Context: an optimization exercise on an open-source flow, tuned for small area and a short achievable clock period. The choices shown serve that exercise and are no tape-out recipe. Function was checked by simulation only, so behaviour that the tests miss may differ from the original. Power is estimated from default activity; no workload was simulated.

## flow/design.v (module list and top-level ports; edited modules follow where they fit)
// module SAD_cal: 11092 lines
// module SAD_fa: 6 lines
// module SAD_ha: 6 lines
// module SAD_andn: 5 lines
// module SAD_nandn: 5 lines
// module SAD_xor: 5 lines
// module SAD_xnor: 5 lines
// module SAD_nand: 5 lines
// module SAD_nor: 5 lines
// module SAD_aoi: 5 lines
// module SAD_oai: 5 lines
// module SAD_inv: 5 lines
// module SAD_absdiff: 22 lines
module SAD_cal(rstn,clk,din,refi,cal_en,sad,sad_val);
  // ...
==> flow/flow/run.sh <==
#!/bin/bash
# The standard layout (standard.sh) with three changes to how the layout is made:
#  - plain buf_1 cells as the port buffers instead of the delay cells buffer_ports picks;
#  - I/O pins allowed on every routing track of the die's edge, so the die can be smaller;
#  - the clock pin placed first (io_pre.tcl) in a stretch of edge kept free of other pins,
#    because the clock net's wider-spacing routing rule clashes with pins one track away.
set -euo pipefail
export BUFFER_PORTS_ARGS="-buffer_cell sky130_fd_sc_hd__buf_1"
export PLACE_PINS_ARGS="-min_distance 1 -min_distance_in_tracks -exclude top:205-235"
export PRE_IO_PLACEMENT_TCL="$PWD/flow/io_pre.tcl"
export ROUTING_LAYER_ADJUSTMENT=0.10
bash standard.sh > standard.log 2>&1
==> flow/flow/io_pre.tcl <==
# Clock pin in the middle of the top edge; place_pins keeps other pins out of top:205-235.
place_pin -pin_name clk -layer met2 -location {220 440} -pin_size {0.14 0.97} -force_to_die_boundary
==> flow/standard.sh <==
#!/bin/bash
# synth_recipe.tcl (not shown) runs the flow's synth.tcl, then flattens the netlist and writes it again
# the make line also repeats each setting of config.mk as NAME=value (left out here)
make -C /OpenROAD-flow-scripts/flow DESIGN_CONFIG=/design/flow/config.mk WORK_HOME=/design/flow/orfs CLKGATE_MAP_FILE= SYNTH_SCRIPT=/design/flow/synth_recipe.tcl "${@:-finish}"
==> flow/config.mk <==
export PLATFORM = sky130hd
export DESIGN_NAME = SAD_cal
export DESIGN_NICKNAME = SAD_cal
export VERILOG_FILES = /design/flow/design.v
export SDC_FILE = /design/flow/constraint.sdc
export NUM_CORES = 4
export LEC_CHECK = 0
export CAP_MARGIN = 20
export CORE_AREA = 12 12 428 428
export DIE_AREA = 0 0 440 440
export PLACE_DENSITY = 0.65
export SETUP_SLACK_MARGIN = 1.0
export SLEW_MARGIN = 20
export SYNTH_HIERARCHICAL = 1
==> flow/constraint.sdc <==
create_clock -name core_clock -period 4.0 [get_ports {clk}]
set_input_delay 0.8000 -clock core_clock [delete_from_list [all_inputs] [get_ports {clk}]]
set_output_delay 0.8000 -clock core_clock [all_outputs]
set_load 0.01 [all_outputs]
==> flow_summary_export.csv, run 1 <==
group,metric,value,unit
logic_synthesis,yosys.area_share.simple,0.108,
final_layout,seq_share,0.136,
setup_path,arrival,3.57,ns
clock_network,ctsHoldBuffers,1,
floorplan,num_tap_cells,2310,
setup_path,ff2ff_setup_slack,1.12,ns
pwr,seq_power_share,0.171,
place,place.gp.congestion,1.08,
sta,tns,0,ns
logic_synthesis,synthAdderAreaFrac,0.268,
sta,timing.fmax,333,MHz
final_layout,nets,14200,
floorplan,start_util,0.497,
setup_path,rr_worst_depth,4,
logic_synthesis,synth_top_family_by_area,"XOR/XNOR gates",
final_layout,nFlopsAndLatches,682,
global_route,gr-usage-met1,0.442,
final_layout,multi_input_area,0.0706,mm^2
place,io_buffers,2067,
floorplan,die_area,0.194,mm^2
final_layout,finalNonFillerCells,13700,
sta,fin_ws,0.996,ns
outcome,status,"complete, no violations",
final_layout,dominant_cells,"multi-input combinational cells",
hold_path,min-delay-start,"cal_en",
logic_synthesis,synth.distinct_cells,30,
clock_network,cts_tree,"done",
sta,holdWs,0.244,ns
clock_network,htree_num_levels,3,
final_layout,largest_register_ffs,16,
route,drc,0,
global_route,grt_max_degree,15,
flow_run,max-cap-violations,0,
logic_synthesis,synth_area_leader_cell,"fa_1",
route,wl_met2,186,mm
final_layout,multi_input_gates,7725,
route,final_antenna_net_count,0,
logic_synthesis,synth_edf_count,0,
pwr,power,94.0,mW
==> run 2, diff against run 1 <==
--- a/flow/flow/run.sh
+++ b/flow/flow/run.sh
@@ -7,5 +7,5 @@
 set -euo pipefail
 export BUFFER_PORTS_ARGS="-buffer_cell sky130_fd_sc_hd__buf_1"
-export PLACE_PINS_ARGS="-min_distance 1 -min_distance_in_tracks -exclude top:205-235"
+export PLACE_PINS_ARGS="-min_distance 1 -min_distance_in_tracks -exclude top:225-255"
 export PRE_IO_PLACEMENT_TCL="$PWD/flow/io_pre.tcl"
 export ROUTING_LAYER_ADJUSTMENT=0.10
==> flow/flow/io_pre.tcl (replaced) <==
# Clock pin in the middle of the top edge; place_pins keeps other pins out of top:225-255.
place_pin -pin_name clk -layer met2 -location {240 480} -pin_size {0.14 0.97} -force_to_die_boundary
--- a/flow/config.mk
+++ b/flow/config.mk
@@ -7,7 +7,7 @@
 export LEC_CHECK = 0
 export CAP_MARGIN = 20
-export CORE_AREA = 12 12 428 428
-export DIE_AREA = 0 0 440 440
-export PLACE_DENSITY = 0.65
+export CORE_AREA = 12 12 468 468
+export DIE_AREA = 0 0 480 480
+export PLACE_DENSITY = 0.6
 export SETUP_SLACK_MARGIN = 1.0
 export SLEW_MARGIN = 20
==> run 2 against run 1 <==
Compared with the run above: still clean on timing, DRC and antenna; clock skew up 0.0074 ns; first-iteration DRC count down 1.9%; worst setup slack improved by 0.013 ns; non-clock buffer count up 10; die area grew 19%; area after synthesis stayed put; worst hold slack got worse by 0.041 ns; critical path depth shrank 1; sequential share of layout area fell by 0.060 points; critical path type unchanged.
==> flow_summary_export.csv, run 2 <==
group,metric,value,unit
outcome,status,"complete, no violations",
floorplan,start_util,0.412,
logic_synthesis,synth_seq_area_share,0.160,
final_layout,regMostFlops,"total_q",
logic_synthesis,syn_nets,12100,
logic_synthesis,yosys_warnings,7,
floorplan,num_rows,167,
sta,finalSetupViolations,0,
sta,final_hold_viol_count,0,
flow_run,max-cap-violations,0,
logic_synthesis,synth_top_cells_by_area,"fa_1 (26%), xnor2_1 (17%), dfxtp_1 (16%)",
setup_path,path_max_fanout,5,
global_route,overflow,0,
sta,holdWs,0.204,ns
sta,final.min_clock_period,2.99,ns
final_layout,nets,14300,
setup_path,cp.required,4.56,ns
clock_network,cts_buffers,81,
logic_synthesis,yosysTopAreaCellShare,0.265,
setup_path,endpoint_kind,"register",
place,dp_cells,13700,
floorplan,die_area,0.230,mm^2
route,drc,0,
route,wl_per_cell,31.3,um
sta,tns,0,ns
place,io_buffers,2067,
floorplan,core,0.207,mm^2
logic_synthesis,async_reset_ff_frac,0.00587,
final_layout,largest_register_ffs,16,
floorplan,fp.dieW,480,um
global_route,grt_pass1_wl,591,mm
sta,final_max_slew_viol_count,0,
route,final_antenna_net_count,0,
logic_synthesis,synth-seq-cells,682,
hold_path,worst_hold_path_type,"in -> reg",
global_route,grt_usage,0.368,
sta,worstMarginPinSlew,0.772,ns
logic_synthesis,netlist_instances,8858,
setup_path,path_class,"in -> reg",
route,drt-vias-per-instance,5.23,
global_route,grt_max_degree,16,
place,place.gp.congestion,1.07,
global_route,antenna_found_initial,358,
route,drtIter0Drc,5848,
setup_path,start_kind,"input pin",
route,first_pass_iters,5,
logic_synthesis,ys.flop_type,"dfxtp_1",
place,pre_cts_slack,0.0724,ns
pwr,p_per_area,935,mW/mm^2
route,vias,73600,
final_layout,reg_top3,"total_q: 16 flops, vld: 4 flops",
final_layout,final_common_cell,"buf_1",
final_layout,drive_gt1_frac,0.0753,
clock_network,clock_sinks,682,
floorplan,io_pins,2067,
sta,fin_ws,1.01,ns
logic_synthesis,synth_area_leader_cell,"fa_1",
logic_synthesis,syn-cell-area,0.0853,mm^2
clock_network,cts_buffer_depth,3,
clock_network,cts_tree,"done",
logic_synthesis,synth.most_common_cell,"xnor2_1",
sta,clock_skew,0.0344,ns
global_route,grt_pass1_vias,75500,
logic_synthesis,ys_top_cells_by_count,"xnor2_1 (1668), xor2_1 (1475), o21ai_1 (1153)",
pwr,ir_drop,0.925,mV
logic_synthesis,synth_edf_count,0,
floorplan,fp.dieH,480,um
sta,slew_headroom,0.482,
final_layout,area_delta_synth_final,18.4,%
sta,timing.fmax,334,MHz
route,drt-total-wl,441,mm
sta,rsz0062_at_grt,"yes",
sta,post-route-period-util,0.748,
logic_synthesis,synth.distinct_cells,30,
setup_path,arrival,3.55,ns
final_layout,layout_common_cells,"buf_1 (2065), xnor2_1 (1664), xor2_1 (1462)",
clock_network,htree_num_levels,3,
final_layout,finalNonFillerCells,14100,
clock_network,root_buffer,"clkbuf_16",
pwr,p_leak,36.7,nW
logic_synthesis,syn_area_per_cell,9.63,um^2
clock_network,clkTransAtPathRegs,0.06,ns
clock_network,clkLatencyLatePin,0.71,ns
place,dp_hpwl,409,mm
## run 2: cells by family after synthesis
kind of cell | count (synthesis) | synth area share
AOI/OAI and AO/OA | 1681 | 0.122
xor gates and xnor gates | 3143 | 0.323
adders and majority gates | 1149 | 0.268
buffers and inverters | 451 | 0.0199
DFF | 682 | 0.160
and+or+nand+nor | 1752 | 0.108
## run 2: cell type report
class,count,area [um^2]
fill,20200,106000
clock buffer,96,2180
inverter,450,1690
tap,2704,3380
sequential,682,13700
antenna,255,638
timing repair buffer,2117,8140
clock inverter,52,666
multi-input combinational,7725,70600
## run 2: worst paths after layout
kind | cells after the start | endpoint | slack [ns] | startpoint
setup / recovery | 9 | r1425 | 1.01 | refi[520]
min in group asynchronous | 2 | vld[0] | 0.47 | rstn
hold / removal | 1 | vld[0] | 0.20 | cal_en
max in group asynchronous | 2 | vld[2] | 3.36 | rstn
hold reg to reg | 0 | r2872 | 0.33 | r2603
setup reg to reg | 4 | r2612 | 1.06 | r1360
## run 2: through the flow
step	power, mW	area (um^2)	utilization
2_1_floorplan	53.7	85700	-
3_3_place_gp	84.6	97100	0.470
3_5_place_dp	85.5	97100	0.470
4_1_cts	94.0	100000	0.484
5_1_grt	101	101000	0.487
6_report	94.4	101000	0.488
## run 2: where the power goes
group	internal [mW]	switching, mW
clock network	4.58	3.47
registers	12.6	3.72
logic	29.4	40.6
total	46.6	47.8
## run 2: per-layer routing
| metal | vias to the layer above | GRT usage | share of wire |
|---|---|---|---|
| met1 | 35800 | 0.422 | 0.37 |
| met3 | 1162 | 0.104 | 0.088 |
| li1 | 32800 | - | - |
| met4 | 120 | 0.257 | 0.080 |
| met5 | - | 0.00294 | 0.0018 |
| met2 | 3686 | 0.590 | 0.46 |
## run 2: Yosys stat by module, one instance, submodules excluded
module | area (um^2) | cells | flops+latches
SAD_nandn | 6.26 | 1 | 0
SAD_fa | 20.0 | 1 | 0
SAD_xor | 8.76 | 1 | 0
SAD_nor | 3.75 | 1 | 0
SAD_oai | 5.00 | 1 | 0
SAD_ha | 12.5 | 1 | 0
SAD_aoi | 8.76 | 1 | 0
SAD_inv | 3.75 | 1 | 0
SAD_xnor | 8.76 | 1 | 0
SAD_nand | 3.75 | 1 | 0
SAD_cal | 14200 | 747 | 682
## run 2: worst max-delay path: stages
cell and delay, ns:
buf_1 0.09, nand2b_1 0.18, o21ai_1 0.37, a21oi_2 0.09
buf_4 0.20, o21ai_1 0.52, xnor2_1 0.27, fa_1 0.53
fa_1 0.48
## run 2: what timing repair did
item                       4_1_cts  5_1_grt
setup endpoints to repair        4       42
hold buffers                     1        0
hold endpoints to repair         4        0
pin swaps                        0        6
buffers inserted                 0        4
gates resized for setup          4       46
==> run 3, diff against run 2 <==
--- a/flow/config.mk
+++ b/flow/config.mk
@@ -9,5 +9,5 @@
 export CORE_AREA = 12 12 468 468
 export DIE_AREA = 0 0 480 480
-export PLACE_DENSITY = 0.6
+export PLACE_DENSITY = 0.75
 export SETUP_SLACK_MARGIN = 1.0
 export SLEW_MARGIN = 20
==> run 3 against run 2 <==
Compared with the run above: global-route usage down 2.1 points; worst hold slack better by 0.0028 ns; register-to-register slack better by 0.10 ns; critical path type unchanged; largest cell class unchanged.
==> flow_summary_export.csv, run 3 <==
group,metric,value,unit
outcome,status,"complete, no violations",
logic_synthesis,synth_top_cells_by_area,"fa_1 (26%), xnor2_1 (17%), dfxtp_1 (16%)",
sta,timing.fmax,340,MHz
final_layout,regMostFlops,"total_q",
setup_path,endpoint_kind,"register",
final_layout,fillers,20100,
logic_synthesis,synth-seq-cells,682,
setup_path,ff2ff_setup_slack,1.16,ns
floorplan,num_rows,167,
logic_synthesis,synth.distinct_cells,30,
sta,final_max_slew_viol_count,0,
setup_path,path_class,"in -> reg",
logic_synthesis,synthAdderAreaFrac,0.268,
setup_path,cp.required,4.55,ns
floorplan,fp.dieW,480,um
sta,rsz0062_at_grt,"yes",
global_route,grt_pass1_vias,74100,
logic_synthesis,synthMuxAreaShare,0,
clock_network,clock_sinks,682,
final_layout,reg_top3,"total_q: 16 flops, vld: 4 flops",
floorplan,io_pins,2067,
logic_synthesis,ys_top_cells_by_count,"xnor2_1 (1668), xor2_1 (1475), o21ai_1 (1153)",
pwr,ir_drop,0.981,mV
logic_synthesis,syn_nets,12100,
logic_synthesis,yosys.area_share.simple,0.108,
final_layout,nets,14200,
floorplan,die_area,0.230,mm^2
global_route,antenna_found_initial,350,
sta,worstMarginPinSlew,0.905,ns
route,drt-total-wl,416,mm
sta,final_hold_viol_count,0,
clock_network,cts_buffer_depth,3,
sta,fin_ws,1.06,ns
route,drc,0,
final_layout,final_common_cell,"buf_1",
setup_path,rr_worst_depth,4,
route,first_pass_iters,6,
setup_path,crit_end,"r1658",
logic_synthesis,synth_top_family_by_area,"XOR/XNOR gates",
final_layout,drive_gt1_frac,0.0722,
clock_network,root_buffer,"clkbuf_16",
sta,final.min_clock_period,2.94,ns
final_layout,largest_register_ffs,16,
logic_synthesis,synth_compound_area_frac,0.122,
clock_network,htree_num_levels,3,
logic_synthesis,yosys_warnings,7,
setup_path,path_max_fanout,5,
floorplan,start_util,0.412,
logic_synthesis,synth_area_leader_cell,"fa_1",
route,drtIter0Drc,6396,
place,io_buffers,2067,
clock_network,cts_buffers,80,
setup_path,crit_path_start,"din[2]",
logic_synthesis,synthXorXnorAreaFrac,0.323,
final_layout,finalNonFillerCells,14100,
clock_network,clkTransAtPathRegs,0.06,ns
final_layout,area_delta_synth_final,18.2,%
setup_path,rr_endpoint,"r2612",
place,place.gp.congestion,1.10,
floorplan,core,0.207,mm^2
logic_synthesis,yosysTopAreaCellShare,0.265,
global_route,overflow,0,
logic_synthesis,ys.flop_type,"dfxtp_1",
clock_network,cts_tree,"done",
sta,clock_skew,0.0304,ns
place,dp_hpwl,380,mm
hold_path,worst_hold_path_type,"in -> reg",
setup_path,start_kind,"input pin",
pwr,p_leak,36.7,nW
floorplan,fp.dieH,480,um
flow_run,max-cap-violations,0,
setup_path,rr_startpoint,"r1381",
route,final_antenna_net_count,0,
sta,post-route-period-util,0.735,
global_route,grt_usage,0.348,
final_layout,layout_common_cells,"buf_1 (2066), xnor2_1 (1666), xor2_1 (1469)",
logic_synthesis,synth_edf_count,0,
sta,tns,0,ns
logic_synthesis,async_reset_ff_frac,0.00587,
logic_synthesis,syn_area_per_cell,9.63,um^2
logic_synthesis,netlist_instances,8858,
logic_synthesis,synth_seq_area_share,0.160,
place,pre_cts_slack,0.333,ns
place,dp_cells,13700,
setup_path,arrival,3.49,ns
route,vias,73200,
global_route,grt_pass1_wl,560,mm
route,wl_per_cell,29.5,um
route,drt-vias-per-instance,5.19,
sta,finalSetupViolations,0,
logic_synthesis,synth.most_common_cell,"xnor2_1",
clock_network,clkLatencyLatePin,0.70,ns
pwr,power,92.4,mW
sta,slew_headroom,0.395,
pwr,p_per_area,917,mW/mm^2
sta,holdWs,0.206,ns
global_route,grt_max_degree,15,
logic_synthesis,syn-cell-area,0.0853,mm^2
[run 3: critical path: stages]
cell and delay [ns]:
buf_1 0.13, xor2_1 0.29, nor2_1 0.11, a21oi_2 0.42
o21ai_1 0.21, a21oi_2 0.17, xor2_1 0.19, xnor2_1 0.11
fa_1 0.63, fa_1 0.43
[run 3: cell type report]
type | count | area (um^2) | area share
Multi-Input combinational cell | 7725 | 70400 | 0.698
Sequential cell | 682 | 13700 | 0.136
Timing Repair Buffer | 2104 | 8040 | 0.0798
Tap cell | 2704 | 3380 | 0.0336
Clock buffer | 99 | 2170 | 0.0216
Inverter | 450 | 1690 | 0.0168
Clock inverter | 48 | 729 | 0.00724
Antenna cell | 284 | 711 | 0.00705
[run 3: where the power goes]
part / switching (mW) / leakage (nW) / total, mW / internal, mW
combinational: 39.0 / 29.5 / 68.1 / 29.1
clock: 3.28 / 1.42 / 8.11 / 4.83
sequential: 3.64 / 5.77 / 16.2 / 12.6
[run 3: stage by stage]
stage,area [um^2],utilization
floorplan,85700,-
global placement,97100,0.469
detailed placement,97100,0.469
CTS,100000,0.483
global route,101000,0.486
finish,101000,0.487
[run 3: worst min-delay path by stage]
| stage | from | end | slack (ns) | cells after the start |
|---|---|---|---|---|
| after CTS | cal_en | vld[0] | 0.16 | 1 |
| after floorplan | r2602 | r2871 | 0.31 | 0 |
| final | cal_en | vld[0] | 0.21 | 1 |
| after global routing | cal_en | vld[0] | 0.20 | 1 |
| after global placement | r2603 | r2872 | 0.31 | 0 |
| after detailed placement | r2603 | r2872 | 0.31 | 0 |
[run 3: per-layer routing]
layer	vias up	global-route usage	part of all wire
met5	-	0.00525	0.0018
li1	32900	-	-
met3	1299	0.128	0.10
met4	116	0.284	0.094
met2	3932	0.538	0.44
met1	35000	0.380	0.36
[run 3: logic make-up after synthesis]
kind of cell             after synthesis
AND/OR/NAND/NOR                     1752
XOR/XNOR                            3143
buffers and inverters                451
AO/OA/AOI/OAI                       1681
adder cells (fa/ha/maj)             1149
flip-flops                           682
[run 3: timing repair]
item / in CTS / in global routing
endpoints found under the setup margin: 0 / 21
resized for setup: 0 / 16
hold buffers: 1 / 0
endpoints found under the hold margin: 4 / 0
setup buffers: 0 / 0
[run 3: modules after synthesis (local to each module, per instance), excerpt]
module     flip-flops and latches  times used  area [um^2]  cells
SAD_ha                          0           8         12.5      1
SAD_nor                         0         448         3.75      1
SAD_aoi                         0         512         8.76      1
SAD_fa                          0        1127         20.0      1
SAD_oai                         0        1152         5.00      1
SAD_nandn                       0        1024         6.26      1
SAD_cal                       682           1        14200    747
SAD_nand                        0         256         3.75      1
SAD_inv                         0         448         3.75      1
SAD_xnor                        0        1664         8.76      1

separate check: timing with driven ports:
No port has a modelled driver above. Below, the same layouts with a new extraction and two added sets of constraints. Step 1 (the two cells are an assumption about what drives the block):
set clk [get_ports {clk}]
set_driving_cell -lib_cell sky130_fd_sc_hd__clkbuf_16 $clk
set_driving_cell -lib_cell sky130_fd_sc_hd__buf_2 [delete_from_list [all_inputs] $clk]
Step 2 adds t to the input delays and takes it off the output delays; t is the mean of the earliest and latest rising clock arrival at the registers after step 1. Input paths then give back, and output paths get back, about the clock's delay inside the block. Slacks: ideal ports / drivers / drivers and shift; pairs: ideal ports / drivers.
run | shift t [ns] | setup WS [ns] | worst hold slack (ns) | slew at the worst register clock pin (ns)
run 1 | 0.752 | 0.996 / 0.874 / 0.122 | 0.244 / 0.211 / 0.315 | 0.08 / 0.08
run 2 | 0.772 | 1.008 / 0.920 / 0.147 | 0.204 / 0.195 / 0.333 | 0.07 / 0.07
run 3 | 0.748 | 1.060 / 1.009 / 0.261 | 0.206 / 0.216 / 0.326 | 0.07 / 0.07
After both steps every run listed still meets setup and hold. For run 1, which loses most, drivers alone change the setup slack by -0.122 ns; drivers and shift together by -0.874 ns.
